Context: an optimization exercise on an open-source flow, tuned for small area, a short achievable clock period and few clock cycles per item. The choices shown serve that exercise and are no tape-out recipe. At most, simulation tests tie the RTL to the original design; equivalence was not proved. Power and IR drop assume default switching activity.

==> flow/design.v (excerpt) <==
module magma (
    input  wire         clk,
    input  wire         reset_,
    input  wire         start,
    input  wire [63:0]  data_in,
    input  wire [255:0] key,
    input  wire         encr_decr,
    output wire [63:0]  data_out,
    output reg          done
);
Size: about 1,000 cells after synthesis, roughly 0.0096 sq mm of cells after synthesis.
Settings: LEC_CHECK=0, CAP_MARGIN=20, CORE_MARGIN=2, CORE_UTILIZATION=55, SETUP_SLACK_MARGIN=4.5, SLEW_MARGIN=20; clock period 8.0 ns.
standard.sh (not shown) runs the stock make flow with config.mk's settings and CLKGATE_MAP_FILE= SYNTH_SCRIPT=/design/flow/synth_recipe.tcl, a recipe that flattens the netlist after the stock synthesis.
==> flow/flow/run.sh <==
#!/bin/bash
# Standard ORFS layout, but with the smallest buffer on every port.
set -euo pipefail
export BUFFER_PORTS_ARGS="-buffer_cell sky130_fd_sc_hd__buf_1"
bash standard.sh > standard.log 2>&1
Next try:
Settings changed: CTS_BUF_LIST set to sky130_fd_sc_hd__clkbuf_4 sky130_fd_sc_hd__clkbuf_8, SETUP_SLACK_MARGIN 4.5 to 3.5.
Result:
- The new run went through all stages and came out clean
- cell area decreases by 11%
- power decreases by 17%
- register-to-register slack loses 0.37 ns
- routed wire length decreases by 7.4%
- clock-buffer cell count is unchanged
- utilization decreases by 8.2 points
- sequential share of layout area increases by 2.7 points
- global-route usage decreases by 0.88 points
Next try:
==> flow/flow/run.sh (replaced) <==
#!/bin/bash
# Standard ORFS layout, but with the smallest buffer on every port and
# no half/full-adder cell extraction in synthesis.
set -euo pipefail
export BUFFER_PORTS_ARGS="-buffer_cell sky130_fd_sc_hd__buf_1"
bash standard.sh ADDER_MAP_FILE= > standard.log 2>&1
Settings changed: CTS_BUF_LIST sky130_fd_sc_hd__clkbuf_4 sky130_fd_sc_hd__clkbuf_8 to unset, SETUP_SLACK_MARGIN 3.5 to 4.5.
Result: The changed run finished with timing, DRC and antenna clean. Total power rose by 7.2%. Synthesized cell count rose by 18%. Routed wire length rose by 17%. Clock-buffer cell count fell by 2. Combinational power rose by about 3%. Worst hold slack gains 0.031 ns. Utilization rose by 6.7 points. Via count rose by 19%. Sequential share of layout area fell by 2.3 points. Flip-flop and latch count does not change. Clock skew fell by 0.0063 ns.
No run of this note included a check of the RTL's function; only the layout flow was run.


v1:
magma, a different RTL version from the one above (not shown whole).
Size: about 1000 cells after synthesis, about 0.0079 mm2 of cells after synthesis.
Settings: LEC_CHECK=0, CAP_MARGIN=20, CORE_MARGIN=2, CORE_UTILIZATION=55, SETUP_SLACK_MARGIN=5, SLEW_MARGIN=20, SYNTH_HIERARCHICAL=1; clock period 8.0 ns.
==> flow/flow/run.sh <==
#!/bin/bash
# Standard ORFS layout (the standard.sh), with three changes:
#  - every port gets the smallest buffer (buf_1) instead of the default choice;
#  - synthesis does not extract half/full-adder cells (ADDER_MAP_FILE empty);
#  - ABC maps the logic for area (abc.script here) instead of ORFS's speed script,
#    which upsizes every gate; timing repair in the later steps sizes the
#    critical paths instead.  The ORFS scripts are copied unchanged apart from
#    that one ABC script.
set -euo pipefail
here=$(pwd)
rm -rf "$here/orfs_scripts"
cp -r "$FLOW_HOME/scripts" "$here/orfs_scripts"
cp "$here/flow/abc.script" "$here/orfs_scripts/abc_speed.script"
export BUFFER_PORTS_ARGS="-buffer_cell sky130_fd_sc_hd__buf_1"
bash standard.sh ADDER_MAP_FILE= SCRIPTS_DIR="$here/orfs_scripts" > standard.log 2>&1
==> flow/flow/abc.script <==
strash
dch
map -a
topo
Testbench counts of v1, summed over its fixed seeds: cycles 13,056, items 384.
For v57, these inputs were changed with respect to v1:
==> flow/flow/run.sh <==
#!/bin/bash
# Standard ORFS layout (the standard.sh), with two changes:
#  - every port gets the smallest buffer (buf_1) instead of the default choice;
#  - synthesis does not extract half/full-adder cells (ADDER_MAP_FILE empty), so
#    ABC maps the adder and S-box logic itself.
set -euo pipefail
export BUFFER_PORTS_ARGS="-buffer_cell sky130_fd_sc_hd__buf_1"
bash standard.sh ADDER_MAP_FILE= > standard.log 2>&1
removed: flow/flow/abc.script
Results
- Of v1 and v57, the run reporting the lower worst hold slack was v1.
- In v57, the post-synthesis average cell area came out 26% above the value in v1.
- NOTE post-synthesis cell area v1->v57 increased by more than 10%
- What v57 reported for cell count has to be multiplied by 1.10 to get the figure for v1.
- Layout overhead on the synthesized area, v1 and v57: lower on v57
- Changes observed in v57 relative to v1: global-route usage climbed 0.67 points, number of cells on the critical path dropped 2.
- As of v57, met3 routed wirelength had risen by more than a quarter compared to v1.
Input-level comparison between v8 and v57:
==> flow/flow/run.sh <==
#!/bin/bash
set -euo pipefail
here=$(pwd)
rm -rf "$here/orfs_scripts"
cp -r "$FLOW_HOME/scripts" "$here/orfs_scripts"
cp "$here/flow/abc.script" "$here/orfs_scripts/abc_speed.script"
export BUFFER_PORTS_ARGS="-buffer_cell sky130_fd_sc_hd__buf_1"
bash standard.sh ADDER_MAP_FILE= SCRIPTS_DIR="$here/orfs_scripts" SETUP_SLACK_MARGIN=5.2 > standard.log 2>&1
==> flow/flow/abc.script (new file) <==
strash
dch
map -a
topo
==> comparison <==
Design area in v8 is 3.8% lower than in v57. STATUS routed via count: v8 loses against v57. v8: global-route wire length before repair is about 8% lower than what v57 reported. For v57, the startpoint of the worst setup timing path was right[4]$_DFFE_PP_, unlike v8, where it was right[7]$_DFFE_PP_.

[re-timing with driven ports]
In the flow no input, the clock included, has a driving cell. The finished layouts below were timed again as built, in two steps.
Step 1 (the two cells are an assumption about what drives the block):
set clk [get_ports {clk}]
set_driving_cell -lib_cell sky130_fd_sc_hd__clkbuf_16 $clk
set_driving_cell -lib_cell sky130_fd_sc_hd__buf_2 [delete_from_list [all_inputs] $clk]
Step 2 also shifts input and output timing later by t, the mid clock arrival at the registers, as if the neighbouring blocks saw the same clock.
a / b / c = ideal ports / drivers / drivers and shift; a / b = the first two.
run	shift t [ns]	slack for setup (ns)	clock arrival spread, ns	worst data-port slew with drivers (ns)
the first run of note 1	0.408	4.378 / 4.378 / 4.362	0.015 / 0.016	0.11
the second run of note 1	0.438	4.010 / 4.010 / 4.010	0.020 / 0.020	0.11
the third run of note 1	0.412	4.199 / 4.199 / 4.186	0.013 / 0.012	0.13
v1	0.405	5.172 / 5.191 / 4.789	0.015 / 0.016	0.08
v57	0.400	5.117 / 5.070 / 4.819	0.013 / 0.014	0.13
v8	0.405	5.255 / 5.208 / 5.005	0.014 / 0.014	0.08
After both steps setup and hold are still met in every run listed. The setup slack of v1, which loses most, moves by +0.019 ns with the drivers and by -0.383 ns with both steps.
